This is an optimization exercise on Yosys and OpenROAD, whose aim is small area, not a production implementation.
Function was checked by simulation only, so behaviour that the tests miss may differ from the original.
Power figures rest on the tool's default switching activity, not on a simulated workload.

build 93:
==> flow/design.v (excerpt) <==
module ws_systolic_array # (
    parameter DATA_WIDTH = 8
)
(
    input                           clk         ,
    input                           rstn        ,
    input                           i_start     ,
    input       [DATA_WIDTH-1 : 0]  i_w_col_1   ,    
    input       [DATA_WIDTH-1 : 0]  i_w_col_2   ,    
    input       [DATA_WIDTH-1 : 0]  i_w_col_3   ,    
    input       [DATA_WIDTH-1 : 0]  i_w_col_4   ,    
    input       [DATA_WIDTH-1 : 0]  i_f_row_1   ,    
    input       [DATA_WIDTH-1 : 0]  i_f_row_2   ,    
    input       [DATA_WIDTH-1 : 0]  i_f_row_3   ,    
    input       [DATA_WIDTH-1 : 0]  i_f_row_4   ,    
    output    [2*DATA_WIDTH-1 : 0]  o_p_col_1   ,    
    output    [2*DATA_WIDTH-1 : 0]  o_p_col_2   ,    
    output    [2*DATA_WIDTH-1 : 0]  o_p_col_3   ,    
    output    [2*DATA_WIDTH-1 : 0]  o_p_col_4        
);
    localparam DW = DATA_WIDTH;
    reg                 r_load;
    reg     [1 : 0]     r_cnt;
    always @ (posedge clk) begin
        if (!rstn) begin
            r_load <= 1'b0;
            r_cnt  <= 2'd0;
        end else if (r_load) begin
            r_cnt  <= r_cnt + 1'b1;
            if (r_cnt == 2'd3) r_load <= 1'b0;
        end else if (i_start) begin
            r_load <= 1'b1;
        end
    end
    wire z = r_load | ~rstn;     
    reg     [2 : 0]     r_clr;
    reg     [5 : 0]     r_shf;
    reg                 r_wok;
    wire    [2 : 0]     clr_nx = {r_clr[1:0], 1'b1} & {3{~z}};
    wire    [5 : 0]     shf_nx = !rstn ? 6'd0 : (r_load ? r_shf : {r_shf[4:0], 1'b1});
    wire                wok_nx = rstn & (r_wok | r_load);
    always @ (posedge clk) begin
        r_clr <= clr_nx;
        r_shf <= shf_nx;
        r_wok <= wok_nx;
    end
    reg     [DW-1 : 0]  r_w [1:4][1:4];      
  ...
For scale: roughly 2700 cells after synthesis, ~350 flip-flops.
Settings: LEC_CHECK=0, CAP_MARGIN=0, CORE_MARGIN=2, CORE_UTILIZATION=50, GPL_TIMING_DRIVEN=0, SLEW_MARGIN=0, SYNTH_HIERARCHICAL=1, SYNTH_MINIMUM_KEEP_SIZE=0; clock period 7.5 ns.
standard.sh (not shown) runs the stock make flow with config.mk's settings and CLKGATE_MAP_FILE= SYNTH_SCRIPT=/design/flow/synth_recipe.tcl, a recipe that flattens the netlist after the stock synthesis.
==> flow/flow/run.sh <==
#!/bin/bash
# The standard layout (standard.sh, unchanged synthesis), with two changes:
# the port buffers use the smallest buffer cell, and the clock tree is built
# without dummy loads.  make's output goes to standard.log.
set -euo pipefail
cd "$(dirname "$0")/.."
bash standard.sh \
  "BUFFER_PORTS_ARGS=-buffer_cell sky130_fd_sc_hd__buf_1" \
  "CTS_ARGS=-sink_clustering_enable -repair_clock_nets -dont_use_dummy_load -buf_list sky130_fd_sc_hd__clkbuf_4 -sink_clustering_size 9 -sink_clustering_max_diameter 45" \
  finish > standard.log 2>&1
What build 25 does differently from build 93 at the input level:
- a change of CORE_UTILIZATION from 50 to 40
[summary]
- Build 25: no failed stages, no open violations at the end
- Comparing build 93 against build 25, there is no change at all in aggregate global routing overflow.
- Lower worst hold margin was reported by build 93, not build 25.
- Changes observed in build 25 relative to build 93: half-perimeter wire length of the detailed placement result went up, die area went up, total chip power went up.
- Summary — detailed route wirelength on metal2, build 25 relative to build 93: lower, by 1.6%.
- The final wirelength was comparable across build 93 and build 25.
- Build 25 vs build 93 — number of clock buffer instances in the layout climbed by a few percent
- Delta (build 25 minus build 93): final design area excluding fillers rose by 0.83%, post-layout minimum cycle time went up, worst-case clock skew up 0.024 ns.
#### Input delta (build 49 over build 25)
- CORE_UTILIZATION: 40 -> 55
Notes after the runs:
Diff build 25 -> build 49: sequential share of layout area went up, via count of the first global-routing pass did not really move, cell area went down, fraction of the cycle the final worst path needs went up. Build 49 against build 25: combined area of the multi-input logic cells held steady, buffers plus inverters on the worst setup path grew by 1, total length of routed wires shrank by 1500 um, pin count of the biggest net entering global routing shrank by 2. | signed area change from the synthesized netlist to the final layout | higher: build 25 |. A uppermost signal routing layer after detailed routing of met5 is what build 25 shows, while met4 belongs to build 49. Final worst-path setup slack (build 49 over build 25): decrease, 0.015 ns.

[static timing again, ports no longer ideal]
In the flow no input, the clock included, has a driving cell. The finished layouts below were timed again as built, in two steps. Step 1: set_driving_cell puts a clkbuf_16 on clk and a buf_2 on each other input, an assumption about the parent block. Step 2 also shifts input and output timing later by t, the mid clock arrival at the registers, as if the neighbouring blocks saw the same clock. Three values: ideal ports, drivers, drivers and shift; two values: the first two.
| run | shift t [ns] | setup WS [ns] | clock arrival spread, ns | worst register clock-pin slew, ns | worst data-port slew with drivers (ns) |
|---|---|---|---|---|---|
| build 93 | 0.882 | 0.229 / 0.229 / -0.278 | 0.141 / 0.140 | 0.10 / 0.10 | 0.04 |
| build 25 | 0.908 | 0.214 / 0.214 / -0.300 | 0.148 / 0.148 | 0.10 / 0.10 | 0.14 |
| build 49 | 0.849 | 0.199 / 0.199 / -0.410 | 0.089 / 0.089 | 0.10 / 0.10 | 0.04 |
Met with ideal ports but missed after step 2: setup timing in every run listed. For build 49, which loses most, drivers alone change the setup slack by 0.000 ns; drivers and shift together by -0.609 ns.
